Source: an optimization exercise on an open RTL-to-GDS flow (aim: small area, a short achievable clock period and few clock cycles per item). Production flows keep margins and buffers that such runs may drop. No functional check of the RTL was part of this run. No activity file was given, so power comes from the tool's default toggle rates.

==> flow/config.mk <==
export PLATFORM = sky130hd
export DESIGN_NAME = mproc
export DESIGN_NICKNAME = mproc
export VERILOG_FILES = /design/flow/design.v
export SDC_FILE = /design/flow/constraint.sdc
export NUM_CORES = 4
export LEC_CHECK = 0
export CAP_MARGIN = 20
export CORE_MARGIN = 2
export CORE_UTILIZATION = 40
export SLEW_MARGIN = 20
export SYNTH_HIERARCHICAL = 1
==> flow/constraint.sdc <==
create_clock -name core_clock -period 11.0 [get_ports {clk}]
set_input_delay 2.2000 -clock core_clock [delete_from_list [all_inputs] [get_ports {clk}]]
set_output_delay 2.2000 -clock core_clock [all_outputs]
set_load 0.01 [all_outputs]
==> flow/standard.sh <==
#!/bin/bash
# synth_recipe.tcl (not shown) runs the flow's synth.tcl, then flattens the netlist and writes it again
# the make line also repeats each setting of config.mk as NAME=value (left out here)
make -C /OpenROAD-flow-scripts/flow DESIGN_CONFIG=/design/flow/config.mk WORK_HOME=/design/flow/orfs CLKGATE_MAP_FILE= SYNTH_SCRIPT=/design/flow/synth_recipe.tcl "${@:-finish}"
==> flow/design.v <==
module rf_bit (input wire clk, we, nwe, d, output reg q);
  always @(posedge clk) q <= (q & nwe) | (d & we);
endmodule
module rf_bit_s (input wire clk, we, nwe, s, d, output reg q);
  always @(posedge clk) q <= (q & nwe) | (d & we) | s;
endmodule
module rd_bit (input wire [7:0] s, input wire [7:0] r, output wire o);
  assign o = |(s & r);
endmodule
module g_inv (input wire a, output wire y);
  assign y = ~a;
endmodule
module g_nand2 (input wire a, b, output wire y);
  assign y = ~(a & b);
endmodule
module g_nor2 (input wire a, b, output wire y);
  assign y = ~(a | b);
endmodule
module g_andn (input wire a, b, output wire y);
  assign y = a & ~b;
endmodule
module g_xor2 (input wire a, b, output wire y);
  assign y = a ^ b;
endmodule
module g_xnor2 (input wire a, b, output wire y);
  assign y = ~(a ^ b);
endmodule
module g_aoi21 (input wire a1, a2, b1, output wire y);
  assign y = ~((a1 & a2) | b1);
endmodule
module g_oai21 (input wire a1, a2, b1, output wire y);
  assign y = ~((a1 | a2) & b1);
endmodule
module alu_y (input wire a, b, input wire [1:0] op, output wire y);
  assign y = op[1] ? ((a & b) | (op[0] & (a | b))) : (a ^ b ^ op[0]);
endmodule
module alu (input wire [1:0] op, input wire [15:0] i0, i1,
    output wire [15:0] o, output wire cout);
  wire bx0;
  wire gn0;
  wire pn0;
  wire y0;
  wire bx1;
  wire gn1;
  wire pn1;
  wire y1;
  wire bx2;
  wire gn2;
  wire pn2;
  wire y2;
  wire bx3;
  wire gn3;
  wire pn3;
  wire y3;
  wire bx4;
  wire gn4;
  wire pn4;
  wire y4;
  wire bx5;
  wire gn5;
  wire pn5;
  wire y5;
  wire bx6;
  wire gn6;
  wire pn6;
  wire y6;
  wire bx7;
  wire gn7;
  wire pn7;
  wire y7;
  wire bx8;
  wire gn8;
  wire pn8;
  wire y8;
  wire bx9;
  wire gn9;
  wire pn9;
  wire y9;
  wire bx10;
  wire gn10;
  wire pn10;
  wire y10;
  wire bx11;
  wire gn11;
  wire pn11;
  wire y11;
  wire bx12;
  wire gn12;
  wire pn12;
  wire y12;
  wire bx13;
  wire gn13;
  wire pn13;
  wire y13;
  wire bx14;
  wire gn14;
  wire pn14;
  wire y14;
  wire bx15;
  wire gn15;
  wire pn15;
  wire y15;
  wire nsub;
  wire g1_1;
  wire g1_2;
  wire p1_2;
  wire g1_3;
  wire p1_3;
  wire g1_4;
  wire p1_4;
  wire g1_5;
  wire p1_5;
  wire g1_6;
  wire p1_6;
  wire g1_7;
  wire p1_7;
  wire g1_8;
  wire p1_8;
  wire g1_9;
  wire p1_9;
  wire g1_10;
  wire p1_10;
  wire g1_11;
  wire p1_11;
  wire g1_12;
  wire p1_12;
  wire g1_13;
  wire p1_13;
  wire g1_14;
  wire p1_14;
  wire g1_15;
  wire p1_15;
  wire g1_16;
  wire p1_16;
  wire g2_2;
  wire g2_3;
  wire g2_4;
  wire p2_4;
  wire g2_5;
  wire p2_5;
  wire g2_6;
  wire p2_6;
  wire g2_7;
  wire p2_7;
  wire g2_8;
  wire p2_8;
  wire g2_9;
  wire p2_9;
  wire g2_10;
  wire p2_10;
  wire g2_11;
  wire p2_11;
  wire g2_12;
  wire p2_12;
  wire g2_13;
  wire p2_13;
  wire g2_14;
  wire p2_14;
  wire g2_15;
  wire p2_15;
  wire g2_16;
  wire p2_16;
  wire g3_4;
  wire n_g1_1;
  wire g3_5;
  wire g3_6;
  wire g3_7;
  wire g3_8;
  wire p3_8;
  wire g3_9;
  wire p3_9;
  wire g3_10;
  wire p3_10;
  wire g3_11;
  wire p3_11;
  wire g3_12;
  wire p3_12;
  wire g3_13;
  wire p3_13;
  wire g3_14;
  wire p3_14;
  wire g3_15;
  wire p3_15;
  wire g3_16;
  wire p3_16;
  wire g4_8;
  wire g4_9;
  wire n_g2_2;
  wire g4_10;
  wire n_g2_3;
  wire g4_11;
  wire g4_12;
  wire g4_13;
  wire g4_14;
  wire g4_15;
  wire g4_16;
  wire p4_16;
  wire g5_16;
  wire ca0;
  wire ca1;
  wire ca2;
  wire ca3;
  wire ca4;
  wire ca5;
  wire ca6;
  wire ca7;
  wire ca8;
  wire ca9;
  wire ca10;
  wire ca11;
  wire ca12;
  wire ca13;
  wire ca14;
  wire ca15;
  g_xor2 u1 (i1[0], op[0], bx0);
  g_nand2 u2 (i0[0], bx0, gn0);
  g_xnor2 u3 (i0[0], bx0, pn0);
  alu_y u4 (i0[0], i1[0], op, y0);
  g_xor2 u5 (i1[1], op[0], bx1);
  g_nand2 u6 (i0[1], bx1, gn1);
  g_xnor2 u7 (i0[1], bx1, pn1);
  alu_y u8 (i0[1], i1[1], op, y1);
  g_xor2 u9 (i1[2], op[0], bx2);
  g_nand2 u10 (i0[2], bx2, gn2);
  g_xnor2 u11 (i0[2], bx2, pn2);
  alu_y u12 (i0[2], i1[2], op, y2);
  g_xor2 u13 (i1[3], op[0], bx3);
  g_nand2 u14 (i0[3], bx3, gn3);
  g_xnor2 u15 (i0[3], bx3, pn3);
  alu_y u16 (i0[3], i1[3], op, y3);
  g_xor2 u17 (i1[4], op[0], bx4);
  g_nand2 u18 (i0[4], bx4, gn4);
  g_xnor2 u19 (i0[4], bx4, pn4);
  alu_y u20 (i0[4], i1[4], op, y4);
  g_xor2 u21 (i1[5], op[0], bx5);
  g_nand2 u22 (i0[5], bx5, gn5);
  g_xnor2 u23 (i0[5], bx5, pn5);
  alu_y u24 (i0[5], i1[5], op, y5);
  g_xor2 u25 (i1[6], op[0], bx6);
  g_nand2 u26 (i0[6], bx6, gn6);
  g_xnor2 u27 (i0[6], bx6, pn6);
  alu_y u28 (i0[6], i1[6], op, y6);
  g_xor2 u29 (i1[7], op[0], bx7);
  g_nand2 u30 (i0[7], bx7, gn7);
  g_xnor2 u31 (i0[7], bx7, pn7);
  alu_y u32 (i0[7], i1[7], op, y7);
  g_xor2 u33 (i1[8], op[0], bx8);
  g_nand2 u34 (i0[8], bx8, gn8);
  g_xnor2 u35 (i0[8], bx8, pn8);
  alu_y u36 (i0[8], i1[8], op, y8);
  g_xor2 u37 (i1[9], op[0], bx9);
  g_nand2 u38 (i0[9], bx9, gn9);
  g_xnor2 u39 (i0[9], bx9, pn9);
  alu_y u40 (i0[9], i1[9], op, y9);
  g_xor2 u41 (i1[10], op[0], bx10);
  g_nand2 u42 (i0[10], bx10, gn10);
  g_xnor2 u43 (i0[10], bx10, pn10);
  alu_y u44 (i0[10], i1[10], op, y10);
  g_xor2 u45 (i1[11], op[0], bx11);
  g_nand2 u46 (i0[11], bx11, gn11);
  g_xnor2 u47 (i0[11], bx11, pn11);
  alu_y u48 (i0[11], i1[11], op, y11);
  g_xor2 u49 (i1[12], op[0], bx12);
  g_nand2 u50 (i0[12], bx12, gn12);
  g_xnor2 u51 (i0[12], bx12, pn12);
  alu_y u52 (i0[12], i1[12], op, y12);
  g_xor2 u53 (i1[13], op[0], bx13);
  g_nand2 u54 (i0[13], bx13, gn13);
  g_xnor2 u55 (i0[13], bx13, pn13);
  alu_y u56 (i0[13], i1[13], op, y13);
  g_xor2 u57 (i1[14], op[0], bx14);
  g_nand2 u58 (i0[14], bx14, gn14);
  g_xnor2 u59 (i0[14], bx14, pn14);
  alu_y u60 (i0[14], i1[14], op, y14);
  g_xor2 u61 (i1[15], op[0], bx15);
  g_nand2 u62 (i0[15], bx15, gn15);
  g_xnor2 u63 (i0[15], bx15, pn15);
  alu_y u64 (i0[15], i1[15], op, y15);
  g_inv u65 (op[0], nsub);
  g_oai21 u66 (pn0, nsub, gn0, g1_1);
  g_oai21 u67 (pn1, gn0, gn1, g1_2);
  g_nor2 u68 (pn1, pn0, p1_2);
  g_oai21 u69 (pn2, gn1, gn2, g1_3);
  g_nor2 u70 (pn2, pn1, p1_3);
  g_oai21 u71 (pn3, gn2, gn3, g1_4);
  g_nor2 u72 (pn3, pn2, p1_4);
  g_oai21 u73 (pn4, gn3, gn4, g1_5);
  g_nor2 u74 (pn4, pn3, p1_5);
  g_oai21 u75 (pn5, gn4, gn5, g1_6);
  g_nor2 u76 (pn5, pn4, p1_6);
  g_oai21 u77 (pn6, gn5, gn6, g1_7);
  g_nor2 u78 (pn6, pn5, p1_7);
  g_oai21 u79 (pn7, gn6, gn7, g1_8);
  g_nor2 u80 (pn7, pn6, p1_8);
  g_oai21 u81 (pn8, gn7, gn8, g1_9);
  g_nor2 u82 (pn8, pn7, p1_9);
  g_oai21 u83 (pn9, gn8, gn9, g1_10);
  g_nor2 u84 (pn9, pn8, p1_10);
  g_oai21 u85 (pn10, gn9, gn10, g1_11);
  g_nor2 u86 (pn10, pn9, p1_11);
  g_oai21 u87 (pn11, gn10, gn11, g1_12);
  g_nor2 u88 (pn11, pn10, p1_12);
  g_oai21 u89 (pn12, gn11, gn12, g1_13);
  g_nor2 u90 (pn12, pn11, p1_13);
  g_oai21 u91 (pn13, gn12, gn13, g1_14);
  g_nor2 u92 (pn13, pn12, p1_14);
  g_oai21 u93 (pn14, gn13, gn14, g1_15);
  g_nor2 u94 (pn14, pn13, p1_15);
  g_oai21 u95 (pn15, gn14, gn15, g1_16);
  g_nor2 u96 (pn15, pn14, p1_16);
  g_aoi21 u97 (p1_2, op[0], g1_2, g2_2);
  g_aoi21 u98 (p1_3, g1_1, g1_3, g2_3);
  g_aoi21 u99 (p1_4, g1_2, g1_4, g2_4);
  g_nand2 u100 (p1_4, p1_2, p2_4);
  g_aoi21 u101 (p1_5, g1_3, g1_5, g2_5);
  g_nand2 u102 (p1_5, p1_3, p2_5);
  g_aoi21 u103 (p1_6, g1_4, g1_6, g2_6);
  g_nand2 u104 (p1_6, p1_4, p2_6);
  g_aoi21 u105 (p1_7, g1_5, g1_7, g2_7);
  g_nand2 u106 (p1_7, p1_5, p2_7);
  g_aoi21 u107 (p1_8, g1_6, g1_8, g2_8);
  g_nand2 u108 (p1_8, p1_6, p2_8);
  g_aoi21 u109 (p1_9, g1_7, g1_9, g2_9);
  g_nand2 u110 (p1_9, p1_7, p2_9);
  g_aoi21 u111 (p1_10, g1_8, g1_10, g2_10);
  g_nand2 u112 (p1_10, p1_8, p2_10);
  g_aoi21 u113 (p1_11, g1_9, g1_11, g2_11);
  g_nand2 u114 (p1_11, p1_9, p2_11);
  g_aoi21 u115 (p1_12, g1_10, g1_12, g2_12);
  g_nand2 u116 (p1_12, p1_10, p2_12);
  g_aoi21 u117 (p1_13, g1_11, g1_13, g2_13);
  g_nand2 u118 (p1_13, p1_11, p2_13);
  g_aoi21 u119 (p1_14, g1_12, g1_14, g2_14);
  g_nand2 u120 (p1_14, p1_12, p2_14);
  g_aoi21 u121 (p1_15, g1_13, g1_15, g2_15);
  g_nand2 u122 (p1_15, p1_13, p2_15);
  g_aoi21 u123 (p1_16, g1_14, g1_16, g2_16);
  g_nand2 u124 (p1_16, p1_14, p2_16);
  g_oai21 u125 (p2_4, nsub, g2_4, g3_4);
  g_inv u126 (g1_1, n_g1_1);
  g_oai21 u127 (p2_5, n_g1_1, g2_5, g3_5);
  g_oai21 u128 (p2_6, g2_2, g2_6, g3_6);
  g_oai21 u129 (p2_7, g2_3, g2_7, g3_7);
  g_oai21 u130 (p2_8, g2_4, g2_8, g3_8);
  g_nor2 u131 (p2_8, p2_4, p3_8);
  g_oai21 u132 (p2_9, g2_5, g2_9, g3_9);
  g_nor2 u133 (p2_9, p2_5, p3_9);
  g_oai21 u134 (p2_10, g2_6, g2_10, g3_10);
  g_nor2 u135 (p2_10, p2_6, p3_10);
  g_oai21 u136 (p2_11, g2_7, g2_11, g3_11);
  g_nor2 u137 (p2_11, p2_7, p3_11);
  g_oai21 u138 (p2_12, g2_8, g2_12, g3_12);
  g_nor2 u139 (p2_12, p2_8, p3_12);
  g_oai21 u140 (p2_13, g2_9, g2_13, g3_13);
  g_nor2 u141 (p2_13, p2_9, p3_13);
  g_oai21 u142 (p2_14, g2_10, g2_14, g3_14);
  g_nor2 u143 (p2_14, p2_10, p3_14);
  g_oai21 u144 (p2_15, g2_11, g2_15, g3_15);
  g_nor2 u145 (p2_15, p2_11, p3_15);
  g_oai21 u146 (p2_16, g2_12, g2_16, g3_16);
  g_nor2 u147 (p2_16, p2_12, p3_16);
  g_aoi21 u148 (p3_8, op[0], g3_8, g4_8);
  g_aoi21 u149 (p3_9, g1_1, g3_9, g4_9);
  g_inv u150 (g2_2, n_g2_2);
  g_aoi21 u151 (p3_10, n_g2_2, g3_10, g4_10);
  g_inv u152 (g2_3, n_g2_3);
  g_aoi21 u153 (p3_11, n_g2_3, g3_11, g4_11);
  g_aoi21 u154 (p3_12, g3_4, g3_12, g4_12);
  g_aoi21 u155 (p3_13, g3_5, g3_13, g4_13);
  g_aoi21 u156 (p3_14, g3_6, g3_14, g4_14);
  g_aoi21 u157 (p3_15, g3_7, g3_15, g4_15);
  g_aoi21 u158 (p3_16, g3_8, g3_16, g4_16);
  g_nand2 u159 (p3_16, p3_8, p4_16);
  g_oai21 u160 (p4_16, nsub, g4_16, g5_16);
  g_andn u161 (op[0], op[1], ca0);
  g_xor2 u162 (y0, ca0, o[0]);
  g_andn u163 (g1_1, op[1], ca1);
  g_xor2 u164 (y1, ca1, o[1]);
  g_nor2 u165 (g2_2, op[1], ca2);
  g_xor2 u166 (y2, ca2, o[2]);
  g_nor2 u167 (g2_3, op[1], ca3);
  g_xor2 u168 (y3, ca3, o[3]);
  g_andn u169 (g3_4, op[1], ca4);
  g_xor2 u170 (y4, ca4, o[4]);
  g_andn u171 (g3_5, op[1], ca5);
  g_xor2 u172 (y5, ca5, o[5]);
  g_andn u173 (g3_6, op[1], ca6);
  g_xor2 u174 (y6, ca6, o[6]);
  g_andn u175 (g3_7, op[1], ca7);
  g_xor2 u176 (y7, ca7, o[7]);
  g_nor2 u177 (g4_8, op[1], ca8);
  g_xor2 u178 (y8, ca8, o[8]);
  g_nor2 u179 (g4_9, op[1], ca9);
  g_xor2 u180 (y9, ca9, o[9]);
  g_nor2 u181 (g4_10, op[1], ca10);
  g_xor2 u182 (y10, ca10, o[10]);
  g_nor2 u183 (g4_11, op[1], ca11);
  g_xor2 u184 (y11, ca11, o[11]);
  g_nor2 u185 (g4_12, op[1], ca12);
  g_xor2 u186 (y12, ca12, o[12]);
  g_nor2 u187 (g4_13, op[1], ca13);
  g_xor2 u188 (y13, ca13, o[13]);
  g_nor2 u189 (g4_14, op[1], ca14);
  g_xor2 u190 (y14, ca14, o[14]);
  g_nor2 u191 (g4_15, op[1], ca15);
  g_xor2 u192 (y15, ca15, o[15]);
  assign cout = g5_16;
endmodule
module pc (input wire clk, reset, output reg [15:0] pc);
  always @(posedge clk)
    if (reset) pc <= 16'd0;
    else pc <= pc + 16'd1;
endmodule
module reg_alu (input wire clk, reset, ex, input wire [7:0] sa, sb, input wire [2:0] d,
  input wire [1:0] op, output reg wb_en, output reg [2:0] wb_addr, output reg [15:0] wb_data,
  output reg cout);
  wire [15:0] q [0:7];
  reg c;
  wire [15:0] a, b, res;
  wire co;
  wire [7:0] wr, we, nwe;
  assign wr = {8{ex}} & (8'd1 << d);
  assign we = wr & ~{8{reset}};
  assign nwe = ~(wr | {8{reset}});
  genvar i, j;
  generate
    for (j = 0; j < 16; j = j + 1) begin : g_bit0
      rf_bit_s u (clk, we[0], nwe[0], reset, res[j], q[0][j]);
    end
    for (i = 1; i < 8; i = i + 1) begin : g_reg
      for (j = 0; j < 16; j = j + 1) begin : g_bit
        rf_bit u (clk, we[i], nwe[i], res[j], q[i][j]);
      end
    end
    for (j = 0; j < 16; j = j + 1) begin : g_rd
      rd_bit ua (sa, {q[7][j], q[6][j], q[5][j], q[4][j], q[3][j], q[2][j], q[1][j], q[0][j]}, a[j]);
      rd_bit ub (sb, {q[7][j], q[6][j], q[5][j], q[4][j], q[3][j], q[2][j], q[1][j], q[0][j]}, b[j]);
    end
  endgenerate
  alu alu_0 (op, a, b, res, co);
  always @(posedge clk) begin
    wb_en <= ex & ~reset;
    wb_addr <= d;
    wb_data <= res;
    c <= co;
    cout <= c;
  end
endmodule
module mproc (input wire clk, reset, input wire [15:0] ins, output wire [15:0] addr,
  output wire wb_en, output wire [2:0] wb_addr, output wire [15:0] wb_data, output wire cout);
  wire [7:0] sa, sb;
  wire [2:0] d;
  wire [1:0] op;
  wire ex;
  pc pc_0 (clk, reset, addr);
  ir ir_0 (clk, reset, ins, sa, sb, d, op, ex);
  reg_alu reg_alu_0 (clk, reset, ex, sa, sb, d, op, wb_en, wb_addr, wb_data, cout);
endmodule
module ir (input wire clk, reset, input wire [15:0] ins, output reg [7:0] sa, sb,
  output reg [2:0] d, output reg [1:0] op, output wire ex);
  reg valid, halted, halt_ir;
  always @(posedge clk) begin
    sa <= 8'd1 << ins[2:0];
    sb <= 8'd1 << ins[5:3];
    d <= ins[8:6];
    op <= ins[10:9];
    halt_ir <= |ins[15:11];
    if (reset) begin
      valid <= 1'b0;
      halted <= 1'b0;
    end else begin
      valid <= 1'b1;
      if (valid & halt_ir) halted <= 1'b1;
    end
  end
  assign ex = valid & ~halt_ir & ~halted;
endmodule
==> flow/flow/run.sh <==
#!/bin/bash
# Layout flow: the standard synthesis unchanged, then the standard ORFS
# steps with these changes (all from flow/params.sh):
#  - repair_timing is asked to leave a setup margin (SETUP_SLACK_MARGIN); the
#    design is still laid out and signed off at the design's clock period,
#    the margin only makes the resizer work harder;
#  - ports are buffered with plain buffers, and delay cells are not used as
#    buffers;
#  - optional extra ORFS settings (EXTRA).
set -uo pipefail
source flow/params.sh
bash standard.sh synth > synth.log 2>&1 || exit 1
export DONT_USE_CELLS="$EXTRA_DONT_USE"
bash standard.sh SETUP_SLACK_MARGIN=$MARGIN "BUFFER_PORTS_ARGS=$BUFFER_PORTS_ARGS" "${EXTRA[@]}" finish > layout.log 2>&1
==> flow/flow/params.sh <==
MARGIN=7.8
BUFFER_PORTS_ARGS="-buffer_cell sky130_fd_sc_hd__buf_2"
EXTRA_DONT_USE="sky130_fd_sc_hd__dlygate4sd1_1 sky130_fd_sc_hd__dlygate4sd2_1 sky130_fd_sc_hd__dlygate4sd3_1 sky130_fd_sc_hd__clkdlybuf4s15_1 sky130_fd_sc_hd__clkdlybuf4s15_2 sky130_fd_sc_hd__clkdlybuf4s18_1 sky130_fd_sc_hd__clkdlybuf4s18_2 sky130_fd_sc_hd__clkdlybuf4s25_1 sky130_fd_sc_hd__clkdlybuf4s25_2 sky130_fd_sc_hd__clkdlybuf4s50_1 sky130_fd_sc_hd__clkdlybuf4s50_2 sky130_fd_sc_hd__dlymetal6s2s_1 sky130_fd_sc_hd__dlymetal6s4s_1 sky130_fd_sc_hd__dlymetal6s6s_1"
EXTRA=()
==> flow_metrics.env <==
export IMPL_layout_common_cells="160 x dfxtp_1, 126 x a22oi_1, 112 x a22o_1"
export IMPL_min_from="reg_alu_0.c"
export IMPL_path_class="reg2out"
export IMPL_core_mm2=0.02096
export IMPL_cellPowerDensity_mw_per_mm2=146.2
export IMPL_overflow=0
export IMPL_die_width_um=149.8
export IMPL_reg2reg_depth=11
export IMPL_use_met2=0.3477
export IMPL_worst_clock_skew_ns=0.009442
export IMPL_ant_nets=0
export IMPL_async_reset_ff_frac=0
export IMPL_status="no timing/DRC/antenna violations"
export IMPL_ys_types=43
export IMPL_grt_pass1_vias=6975
export IMPL_worstSetupEndpointType="output pin"
export IMPL_report_final_slew_viol_count=0
export IMPL_root_buffer="clkbuf_16"
export IMPL_crit_buf_inv=1
export IMPL_syn_inst=803
export IMPL_avgSynthCellArea_um2=10.59
export IMPL_slew_headroom=0.3088
export IMPL_htreeDepth=4
export IMPL_ys_ff_latch=190
export IMPL_synth_edf_count=0
export IMPL_p_leak_nw=3.814
export IMPL_rsz0062_at_grt="yes"
export IMPL_timing_final_ws_setup_ns=7.822
export IMPL_grt_max_degree=50
export IMPL_dr_pass1_iters=5
export IMPL_viasPerCell=6.171
export IMPL_cts_made_buffers=17
export IMPL_ys_warn_count=11
export IMPL_crit_chain="buf_2"
export IMPL_clk_latency_ns=0.44
export IMPL_ctsHoldBuffers=0
export IMPL_r2r_slack_ns=7.87
export IMPL_cts_tree="yes"
export IMPL_final_period_utilization=0.2889
export IMPL_gr_usage_met1=0.3303
export IMPL_syn_num_nets=838
export IMPL_row_count=53
export IMPL_drive_gt1_frac=0.2483
export IMPL_max_freq_ghz=0.3147
export IMPL_clk_pin_slew_worst_paths_ns=0.07
export IMPL_final_area_mm2=0.01034
export IMPL_worst_slew_pin_slew_ns=1.037
export IMPL_fin_nets=924
export IMPL_use_met3=0.04878
export IMPL_place_gp_congestion=0.8550
export IMPL_grt_pass1_wl_um=39700
export IMPL_wire_per_inst_um=21.69
export IMPL_via_count=7263
export IMPL_start_util=0.4060
export IMPL_dpl_hpwl_um=16930
export IMPL_io_pins=55
export IMPL_cts_sinks=190
export IMPL_drv_cap=0
export IMPL_crit_path_max_fanout=6
export IMPL_setup_viol=0
export IMPL_routed_wirelength_um=25520
export IMPL_hold_depth=0
export IMPL_groute_usage_overall=0.2303
export IMPL_r2r_end="reg_alu_0.g_bit0[13].u.q"
export IMPL_port_buffer_count=54
export IMPL_fin_setup_tns_ns=0
export IMPL_fin_crit_ns=3.178
export IMPL_regToRegStartpoint="ir_0.sb[0]"
export IMPL_hold_viol_final=0
export IMPL_area_growth_pct=21.61
export IMPL_worstPathRequired_ns=8.80
export IMPL_busiest_layer="met2"
export IMPL_hp_class="reg2reg"
export IMPL_cp_start_kind="flip-flop"
export IMPL_dpl_instance_area_mm2=0.009193
export IMPL_antenna_cells=0
export IMPL_first_iter_violations=696
export IMPL_worst_ir_drop_vdd_v=0.00009072
export IMPL_crit_path_start="pc_0.pc[2]"
export IMPL_die_h_um=149.8
export IMPL_mappedNetlistArea_mm2=0.008507
export IMPL_fillers=1927
export IMPL_die_area_mm2=0.02245
export IMPL_ys_flop_type="dfxtp_1"
export IMPL_antenna_found_initial=0
export IMPL_synth_seq_area_share=0.4471
export IMPL_critical_path_top_delay_family="flip-flops"
export IMPL_slowest_stage="dfxtp_4"
export IMPL_cp_arrival_ns=0.98
export IMPL_hold_end="reg_alu_0.cout"
export IMPL_power_w=0.001512
export IMPL_dp_slack_ns=6.844
export IMPL_mostFrequentLayoutCell="dfxtp_1"
export IMPL_clockBufferDepth=2
export IMPL_drc=0
export IMPL_slowest_delay_ns=0.40
## registers in the layout, indices dropped and copies added (netlist names)
signal and flops:
reg_alu_0.wb_addr 3, reg_alu_0.g.g_bit.u.q 112, ir_0.sb 8, reg_alu_0.c 1
ir_0.halted 1, reg_alu_0.wb_en 1, ir_0.halt_ir 1, ir_0.d 3
pc_0.pc 16, reg_alu_0.wb_data 16, ir_0.sa 8, reg_alu_0.g_bit0.u.q 16
ir_0.op 2, ir_0.valid 1, reg_alu_0.cout 1
## power by group
part	leakage, nW	switching, W	internal (W)
sequential	1.56	0.0000311	0.000707
clock	0.282	0.000286	0.000314
combinational	1.97	0.000112	0.0000617
total	3.81	0.000430	0.00108
## modules after synthesis, one instance, submodules excluded, a selection
module | copies in the design | cells inside | flip-flops and latches | cell area (um2)
rf_bit | 112 | 2 | 1 | 28.78
g_oai21 | 30 | 1 | 0 | 5.005
rf_bit_s | 16 | 2 | 1 | 30.03
reg_alu | 1 | 51 | 22 | 605.6
g_nand2 | 30 | 1 | 0 | 3.754
ir | 1 | 48 | 24 | 635.6
g_xor2 | 32 | 1 | 0 | 8.758
alu_y | 16 | 2 | 0 | 35.03
pc | 1 | 80 | 16 | 721.9
g_inv | 4 | 1 | 0 | 3.754
g_aoi21 | 24 | 1 | 0 | 8.758
g_nor2 | 34 | 1 | 0 | 3.754
g_andn | 6 | 1 | 0 | 13.76
## per-layer routing
metal | wire length, um | part of all wire
met1 | 12070 | 0.47
met2 | 11180 | 0.44
met3 | 1745 | 0.068
met4 | 529 | 0.021
met5 | 0 | 0
## how the worst max path moves through the flow
stage	slack, ns	endpoint	cells after the start
2_1_floorplan	7.72	reg_alu_0.g_reg[3].g_bit[0].u.q	3
5_1_grt	7.66	reg_alu_0.g_reg[5].g_bit[8].u.q	11
4_1_cts	7.80	addr[4]	1
3_3_place_gp	6.85	reg_alu_0.g_reg[1].g_bit[4].u.q	3
3_5_place_dp	6.84	reg_alu_0.g_reg[2].g_bit[13].u.q	4
6_report	7.82	addr[2]	1
## cells by family (layout without fill, tap and decap cells)
logic type / count (synthesis) / count (layout) / share of synthesized area
compound gates: 333 / 333 / 0.3049
xor+xnor: 51 / 52 / 0.05251
fa+ha+maj: 17 / 17 / 0.03912
buf+inv: 12 / 110 / 0.005737
flops: 190 / 190 / 0.4471
mux: 20 / 20 / 0.03353
simple gates: 180 / 180 / 0.1171
## cell type report
type,count,area (um2),area share
Multi-Input combinational cell,602,5059,0.4890
Sequential cell,190,3856,0.3728
Timing Repair Buffer,71,491.7,0.04753
Clock buffer,20,466.7,0.04511
Tap cell,275,344.1,0.03326
Clock inverter,12,101.3,0.009797
Inverter,7,26.28,0.002540
## metrics by stage
step           instances  utilization  hold WS, ns
6_report            1177       0.4937       0.3284
5_1_grt             1177       0.4937       0.3344
4_1_cts             1172       0.4834       0.3314
3_5_place_dp        1130       0.4387       0.3154
3_3_place_gp        1130       0.4385       0.3131
2_1_floorplan        803            -       0.3096
## synth_stat cells, types with 2 or more instances
library cell / instances / share of area
mux2_1: 2 / 0.0026
nand2_1: 37 / 0.016
fa_1: 16 / 0.038
nor2b_1: 9 / 0.0066
a31oi_1: 4 / 0.0029
mux2_4: 16 / 0.028
dfxtp_1: 190 / 0.45
mux2_2: 2 / 0.0026
o21ai_1: 30 / 0.018
xor2_1: 34 / 0.035
nand4_1: 35 / 0.026
nor4_1: 4 / 0.0029
and3b_2: 2 / 0.0024
o21ai_0: 4 / 0.0024
a221o_1: 16 / 0.019
nor3b_1: 7 / 0.0062
nor2b_4: 6 / 0.0097
inv_1: 7 / 0.0031
nor2_1: 52 / 0.023
nor3_1: 4 / 0.0024
xnor2_1: 17 / 0.018
clkbuf_1: 2 / 0.00088
a22oi_1: 128 / 0.11
or3_1: 3 / 0.0022
and3b_1: 3 / 0.0031
nand3_1: 5 / 0.0029
a22o_1: 112 / 0.12
o31ai_1: 3 / 0.0026
or4_1: 3 / 0.0026
nand2b_1: 2 / 0.0015
buf_2: 3 / 0.0018
a21oi_1: 11 / 0.0065
a21oi_2: 24 / 0.025
## timing repair
item	in CTS	in global routing
cloned	0	1
pin swaps	7	10
setup buffers	10	4
endpoints found under the setup margin	153	133
resized for setup	54	23

afterwards: timing with drivers on the ports:
No port has a modelled driver above. Below, the same layout with a new extraction and two added sets of constraints.
Step 1 sets driving cells, clkbuf_16 on the clock port and buf_2 on the other inputs (assumed; they add their load-dependent delay and slew).
Step 2 adds t to the input delays and takes it off the output delays; t is the mean of the earliest and latest rising clock arrival at the registers after step 1. Input paths then give back, and output paths get back, about the clock's delay inside the block.
Three values: ideal, step 1, step 2; two values: the first two.
shift t [ns]: 0.479
setup WS [ns]: 7.822 / 7.776 / 7.403
latest minus earliest clock arrival (ns): 0.009 / 0.009
After both steps this run still meets setup and hold. For this run, drivers alone change the setup slack by -0.046 ns; drivers and shift together by -0.419 ns.
